What follows belongs to an exercise in optimizing a design on an open flow for small area; a production flow would make more cautious choices. Where RTL was checked, it was by simulation tests only, not by an equivalence proof against the original. No activity file was given, so power comes from the tool's default toggle rates.

Design menu, start of the top module:
module menu(CLOCK_50, LEDG, LEDR, KEY, SW, HEX0, HEX1, HEX2, HEX3, HEX4, HEX5, HEX6, HEX7, reset);
Size in the first run: about 2,900 cells after synthesis, about 110 I/O pins, roughly 20,000 µm² of cells after synthesis.
clock: 25.0 ns
lec_check: 0
abc_area: 1
cap_margin: 20
core_margin: 2
core_utilization: 70
cts_cluster_diameter: 150
cts_cluster_size: 30
slew_margin: 20
run.sh (not shown) runs the stock make flow with config.mk's settings and CLKGATE_MAP_FILE= SYNTH_SCRIPT=/design/flow/synth_recipe.tcl, a recipe that flattens the netlist after the stock synthesis.
The baseline produced a clean layout.
==> next run, changes <==
==> flow/flow/run.sh (new file) <==
#!/bin/bash
# The standard layout, except: the port buffers use the smallest buffer cell,
# and the gates that synthesis sized up are put back to their smallest size
# before floorplanning (the resizer sizes up again where slew or load needs it).
set -e
here=$(pwd)
export BUFFER_PORTS_ARGS="-buffer_cell sky130_fd_sc_hd__buf_1"
bash standard.sh synth > standard_synth.log 2>&1
odb=$(ls orfs/results/*/*/*/1_synth.odb)
sed -e "s#@ODB@#$here/$odb#" flow/downsize.tcl > downsize_run.tcl
openroad -no_init -exit downsize_run.tcl > downsize.log 2>&1
bash standard.sh > standard.log 2>&1
==> flow/flow/downsize.tcl (new file) <==
# Swap every combinational cell of drive strength 2 or more for its drive-1
# version (same pins); flip-flops and clock buffers are left as they are.
read_db @ODB@
set db [ord::get_db]
set block [[$db getChip] getBlock]
set n 0
foreach inst [$block getInsts] {
  set name [[$inst getMaster] getName]
  if {[regexp {^(sky130_fd_sc_hd__[a-z0-9]+)_([0-9]+)$} $name -> base drive]} {
    if {$drive <= 1 || [string match "*df*" $base] || [string match "*clkbuf*" $base] || [string match "*dl*" $base]} { continue }
    set m [$db findMaster "${base}_1"]
    if {$m == "NULL" || $m == ""} { continue }
    $inst swapMaster $m
    incr n
  }
}
puts "downsized $n cells"
write_db @ODB@
==> flow/standard.sh (new file) <==
#!/bin/bash
# synth_recipe.tcl (not shown) runs the flow's synth.tcl, then flattens the netlist and writes it again
# the make line also repeats each setting of config.mk as NAME=value (left out here)
make -C /OpenROAD-flow-scripts/flow DESIGN_CONFIG=/design/flow/config.mk WORK_HOME=/design/flow/orfs CLKGATE_MAP_FILE= SYNTH_SCRIPT=/design/flow/synth_recipe.tcl "${@:-finish}"
Settings changed: CORE_UTILIZATION 70 to 40, CTS_CLUSTER_SIZE 30 to 22.
removed: flow/run.sh
Core utilization goes down by 33 points.
Final cell count goes up by a little under a tenth.
Design area goes down by a few percent.
Worst hold slack is about the same.
Sequential power hardly moves.
Combinational power goes down by roughly a tenth.
Non-clock buffer count goes up by 3.
==> next run, changes <==
==> flow/run.sh (new file) <==
#!/bin/bash
# synth_recipe.tcl (not shown) runs the flow's synth.tcl, then flattens the netlist and writes it again
# the make line also repeats each setting of config.mk as NAME=value (left out here)
make -C /OpenROAD-flow-scripts/flow DESIGN_CONFIG=/design/flow/config.mk WORK_HOME=/design/flow/orfs CLKGATE_MAP_FILE= SYNTH_SCRIPT=/design/flow/synth_recipe.tcl finish
Settings changed: CTS_BUF_LIST set to sky130_fd_sc_hd__clkbuf_4, CTS_CLUSTER_DIAMETER 150 to unset, CTS_CLUSTER_SIZE 22 to unset.
removed: flow/flow/run.sh
removed: flow/flow/downsize.tcl
removed: flow/standard.sh
- fmax increases by a few percent
- first-iteration DRC count decreases by roughly a tenth
- cell count increases by a few percent
- synthesized area increases slightly
- wire length increases slightly
- cell area increases by a little under a tenth
==> next run, changes <==
==> flow/flow/run.sh (new file) <==
#!/bin/bash
# The standard layout, except: the port buffers use the smallest buffer cell,
# the clock tree gets no dummy loads, and gates off the critical paths are
# downsized after global routing.
set -e
export BUFFER_PORTS_ARGS="-buffer_cell sky130_fd_sc_hd__buf_1"
export CTS_ARGS="-sink_clustering_enable -repair_clock_nets -sink_clustering_size 22 -sink_clustering_max_diameter 150 -dont_use_dummy_load"
export RECOVER_POWER=100
bash standard.sh > standard.log 2>&1
==> flow/standard.sh (new file) <==
#!/bin/bash
# synth_recipe.tcl (not shown) runs the flow's synth.tcl, then flattens the netlist and writes it again
# the make line also repeats each setting of config.mk as NAME=value (left out here)
make -C /OpenROAD-flow-scripts/flow DESIGN_CONFIG=/design/flow/config.mk WORK_HOME=/design/flow/orfs CLKGATE_MAP_FILE= SYNTH_SCRIPT=/design/flow/synth_recipe.tcl "${@:-finish}"
Settings changed: CTS_BUF_LIST sky130_fd_sc_hd__clkbuf_4 to unset, CTS_CLUSTER_DIAMETER set to 150, CTS_CLUSTER_SIZE set to 22.
removed: flow/run.sh
Outcome: The new run finished with max-capacitance violations, max-slew violations left; routed wire length decreases by a few percent; register-to-register slack is better by 0.13 ns; die area stays the same; non-clock buffer count goes up by 2; design area goes down by a few percent; critical path depth goes up by 5; clock power goes down by well over a third; hold slack gets better by 0.0054 ns; via count decreases by a few percent.
Function was not checked in any run of this note: the RTL went through the layout flow alone.

========
run X:
Another version of the RTL of menu (not shown whole).
Size in the first run: ~2100 cells after synthesis, ~110 I/O pins, roughly 15000 um2 of cells after synthesis.
==> flow/config.mk <==
export PLATFORM = sky130hd
export DESIGN_NAME = menu
export DESIGN_NICKNAME = menu
export VERILOG_FILES = /design/flow/design.v
export SDC_FILE = /design/flow/constraint.sdc
export NUM_CORES = 4
export LEC_CHECK = 0
export ABC_AREA = 1
export CAP_MARGIN = 20
export CORE_MARGIN = 2
export CORE_UTILIZATION = 40
export CTS_CLUSTER_DIAMETER = 80
export CTS_CLUSTER_SIZE = 30
export SLEW_MARGIN = 20
==> flow/constraint.sdc <==
create_clock -name core_clock -period 25.0 [get_ports {CLOCK_50}]
set_input_delay 5.0000 -clock core_clock [delete_from_list [all_inputs] [get_ports {CLOCK_50}]]
set_output_delay 5.0000 -clock core_clock [all_outputs]
set_load 0.01 [all_outputs]
standard.sh (not shown) runs the stock make flow with config.mk's settings and CLKGATE_MAP_FILE= SYNTH_SCRIPT=/design/flow/synth_recipe.tcl, a recipe that flattens the netlist after the stock synthesis.
==> flow/flow/run.sh <==
#!/bin/bash
# The standard layout, except: after the standard synthesis the combinational
# logic is re-mapped for area (OpenROAD restructure) and gates left sized up
# are put back to drive 1 (the resizer sizes up again where slew or load needs
# it); the port buffers use the smallest buffer cell.
set -e
here=$(pwd)
export BUFFER_PORTS_ARGS="-buffer_cell sky130_fd_sc_hd__buf_1"
bash standard.sh synth > standard_synth.log 2>&1
res=$(dirname $(ls orfs/results/*/*/*/1_synth.odb))
lib=$here/restructure_lib.lib
python3 flow/libfilter.py $FLOW_HOME/platforms/sky130hd/lib/sky130_fd_sc_hd__tt_025C_1v80.lib $lib > libfilter.log 2>&1
mkdir -p restructure_work
sed -e "s#@LIB@#$lib#g" -e "s#@ODB@#$here/$res/1_synth.odb#g" -e "s#@SDC@#$here/$res/1_synth.sdc#g" \
    -e "s#@WORK@#$here/restructure_work#g" flow/restructure.tcl > restructure_run.tcl
openroad -no_init -exit restructure_run.tcl > restructure.log 2>&1
sed -e "s#@ODB@#$here/$res/1_synth.odb#" flow/downsize.tcl > downsize_run.tcl
openroad -no_init -exit downsize_run.tcl > downsize.log 2>&1
bash standard.sh > standard.log 2>&1
Other scripts of this flow, unchanged in this note and not shown: flow/flow/downsize.tcl, flow/flow/libfilter.py, flow/flow/restructure.tcl
Run X | stages: all done | timing, DRC, antenna: all pass
For run K, these inputs were changed with respect to run X:
Settings: CTS_CLUSTER_SIZE now 22, was 30; CTS_CLUSTER_DIAMETER now 150, was 80.
Findings:
Final cell area: run K below run X
| final worst-path cycle share | higher: run X |
Total via count in the routed design of run K is on par with run X.

port drivers added, routing unchanged:
The flow's constraints put no driver on any port. The routed layouts listed below were extracted and timed again, unchanged, in two steps. Step 1: set_driving_cell puts a clkbuf_16 on CLOCK_50 and a buf_2 on each other input, an assumption about the parent block. Step 2 adds t to the input delays and takes it off the output delays; t is the mean of the earliest and latest rising clock arrival at the registers after step 1. Input paths then give back, and output paths get back, about the clock's delay inside the block. Three values: no drivers, after step 1, after step 2; two values: the first two.
run | shift t [ns] | setup WS [ns] | worst setup path after step 2 | clock arrival spread, ns | worst data-port slew with drivers (ns)
the first run of note 1 | 0.569 | 18.172 / 18.197 / 17.629 | input to register | 0.042 / 0.041 | 0.05
the second run of note 1 | 0.594 | 17.968 / 18.003 / 17.409 | input to register | 0.028 / 0.028 | 0.04
the third run of note 1 | 0.870 | 18.197 / 18.147 / 17.367 | input to register | 0.068 / 0.068 | 0.04
the fourth run of note 1 | 0.584 | 14.729 / 14.766 / 14.182 | input to register | 0.045 / 0.045 | 0.03
run X | 0.592 | 14.983 / 14.983 / 14.983 | register to register | 0.023 / 0.022 | 0.05
run K | 0.569 | 15.022 / 15.022 / 15.022 | register to register | 0.022 / 0.022 | 0.05
The setup slack of the third run of note 1, which loses most, moves by -0.050 ns with the drivers and by -0.830 ns with both steps.
